This is an optimization exercise on Yosys and OpenROAD, whose aim is small area, not a production implementation. The RTL was checked by simulation tests, not by an equivalence proof against the original design.

Setup of try-willow:
==> flow/design.v (excerpt) <==
module fp_adder_tree #(
    parameter int unsigned N = 8
) (
    input clk,
    input rst_n,
    input            in_valid,
    input [32*N-1:0] fp_in,
    output           out_valid,
    output [31:0]    out
);
Settings: LEC_CHECK=0, CAP_MARGIN=20, CORE_MARGIN=2, CORE_UTILIZATION=50, CTS_CLUSTER_DIAMETER=100, CTS_CLUSTER_SIZE=30, SLEW_MARGIN=20, SYNTH_HIERARCHICAL=1; clock period 8.5 ns.
standard.sh (not shown) runs the stock make flow with config.mk's settings and CLKGATE_MAP_FILE= SYNTH_SCRIPT=/design/flow/synth_recipe.tcl, a recipe that flattens the netlist after the stock synthesis.
==> flow/flow/run.sh <==
#!/bin/bash
# Standard layout, with two changes: the port buffers that the standard flow
# puts on every input and output are buf_1 cells instead of the default, and
# clock tree synthesis adds no dummy loads at the leaves of the clock tree.
set -euo pipefail
export BUFFER_PORTS_ARGS="-buffer_cell sky130_fd_sc_hd__buf_1"
export CTS_ARGS="-sink_clustering_enable -repair_clock_nets -sink_clustering_size 30 -sink_clustering_max_diameter 100 -dont_use_dummy_load"
bash standard.sh > standard.log 2>&1
#### Input delta (try-indigo over try-willow)
--- a/flow/flow/run.sh
+++ b/flow/flow/run.sh
@@ -4 +4,2 @@
-# clock tree synthesis adds no dummy loads at the leaves of the clock tree.
+# clock tree synthesis clusters up to 20 sinks on a clkbuf_8 and adds no
+# dummy loads at the leaves of the clock tree.
@@ -7 +8 @@
-export CTS_ARGS="-sink_clustering_enable -repair_clock_nets -sink_clustering_size 30 -sink_clustering_max_diameter 100 -dont_use_dummy_load"
+export CTS_ARGS="-sink_clustering_enable -repair_clock_nets -sink_clustering_size 20 -sink_clustering_max_diameter 80 -sink_clustering_buffer sky130_fd_sc_hd__clkbuf_8 -dont_use_dummy_load"
--- outcome ---
Row met1 usage: try-indigo higher / try-willow lower
On fmax, try-indigo tracks try-willow almost exactly.
Summary of try-indigo over try-willow: final cell count held steady, post-route worst hold slack went up.

* * *

## wip/zinc
fp_adder_tree, a different RTL version from the one above (not shown whole).
For scale: roughly 3900 cells after synthesis, about 34000 sq um of cells after synthesis.
// fp_adder_tree
module fp_adder_tree #(
    parameter int unsigned N = 8
) (
    input clk,
    input rst_n,
    input            in_valid,
    input [32*N-1:0] fp_in,
    output           out_valid,
    output [31:0]    out
);
export LEC_CHECK = 0
export CAP_MARGIN = 20
export CORE_MARGIN = 2
export CORE_UTILIZATION = 40
export CTS_CLUSTER_DIAMETER = 100
export CTS_CLUSTER_SIZE = 30
export SLEW_MARGIN = 20
export SYNTH_HIERARCHICAL = 1
create_clock -name core_clock -period 8.5 [get_ports {clk}]
==> flow/flow/run.sh <==
#!/bin/bash
# Standard layout, with one change: the port buffers that the standard flow
# puts on every input and output are buf_1 cells instead of the default.
set -euo pipefail
export BUFFER_PORTS_ARGS="-buffer_cell sky130_fd_sc_hd__buf_1"
bash standard.sh > standard.log 2>&1
Modified inputs, wip/lagoon compared to wip/zinc
==> flow/flow/run.sh <==
#!/bin/bash
# Standard layout, with two changes: the port buffers that the standard flow
# puts on every input and output are buf_1 cells instead of the default, and
# clock tree synthesis adds no dummy loads at the leaves of the clock tree.
set -euo pipefail
export BUFFER_PORTS_ARGS="-buffer_cell sky130_fd_sc_hd__buf_1"
export CTS_ARGS="-sink_clustering_enable -repair_clock_nets -sink_clustering_size 20 -sink_clustering_max_diameter 80 -sink_clustering_buffer sky130_fd_sc_hd__clkbuf_8 -dont_use_dummy_load"
bash standard.sh > standard.log 2>&1
Findings:
Any difference in wire length of the first global-routing pass between wip/lagoon and wip/zinc is small enough to ignore. wip/lagoon and wip/zinc ended up with nearly the same post-route non-filler standard cell count. Status: final critical-path share of the clock period parity (wip/zinc, wip/lagoon).
Here is what was changed in the inputs of wip/indigo compared with wip/lagoon.
Settings: swapping 40 for 50 in CORE_UTILIZATION.
[summary]
Total die area went down by more than 10% going from wip/lagoon to wip/indigo.
Via count of the first global-routing pass grows by a few percent when moving from wip/lagoon to wip/indigo.
Side by side, layout overhead on the synthesized area turned out lower in wip/indigo than in wip/lagoon.
Routed wire in wip/indigo totals less than in wip/lagoon.
Compared with wip/lagoon, wip/indigo shows a routability-driven placement congestion ratio that is about 1.4% higher.
Master of the slowest instance on the critical path: o311ai_0 -> wip/lagoon, fa_1 -> wip/indigo
Changes observed in wip/indigo relative to wip/lagoon: final layout net count about even.
For wip/violet, these inputs were changed with respect to wip/indigo:
Settings: a change of CORE_UTILIZATION from 50 to 40.
==> flow/flow/run.sh <==
#!/bin/bash
# Standard layout, with two changes: the port buffers that the standard flow
# puts on every input and output are buf_1 cells instead of the default, and
# clock tree synthesis adds no dummy loads at the leaves of the clock tree.
set -euo pipefail
export BUFFER_PORTS_ARGS="-buffer_cell sky130_fd_sc_hd__buf_1"
export CTS_ARGS="-sink_clustering_enable -repair_clock_nets -sink_clustering_size 30 -sink_clustering_max_diameter 100 -dont_use_dummy_load"
bash standard.sh > standard.log 2>&1
--- outcome ---
Taking wip/indigo as the reference, in wip/violet number of placement rows picked up an extra about 13%, summed area of non-filler cells in the final layout picked up an extra 1.4%. Re sequential cell count: no difference whatsoever between wip/indigo and wip/violet. Lower number of buffers inserted during clock tree synthesis goes to wip/violet over wip/indigo. Summary: register-to-register setup slack, wip/violet worse than wip/indigo. wip/violet vs wip/indigo on count of fill cells added during filler insertion: wip/violet is the higher one. Routed wire in wip/violet totals more than in wip/indigo.

static timing again, ports no longer ideal:
How much do the figures lean on ideal ports? The routed layouts below were timed once more, with nothing changed but the port constraints. Step 1: set_driving_cell puts a clkbuf_16 on clk and a buf_2 on each other input, an assumption about the parent block. Step 2, shift: input delay + t, output delay - t, t = (earliest + latest rising clock arrival at the registers) / 2. This alone moves slack from input paths to output paths. a / b / c = no drivers / after step 1 / after step 2; a / b = the first two.
run	t (ns)	slack for setup (ns)	hold slack, ns
try-willow	0.609	0.414 / 0.346 / -0.021	0.311 / 0.311 / 0.311
try-indigo	0.598	0.397 / 0.331 / -0.053	0.342 / 0.342 / 0.342
wip/zinc	0.648	0.438 / 0.411 / -0.021	0.342 / 0.342 / 0.342
wip/lagoon	0.603	0.443 / 0.374 / -0.073	0.340 / 0.340 / 0.340
wip/indigo	0.592	0.477 / 0.522 / -0.070	0.342 / 0.342 / 0.342
wip/violet	0.625	0.441 / 0.386 / -0.013	0.342 / 0.342 / 0.342
Met with ideal ports but missed after step 2: setup timing in every run listed. The setup slack of wip/indigo, which loses most, moves by +0.045 ns with the drivers and by -0.547 ns with both steps.
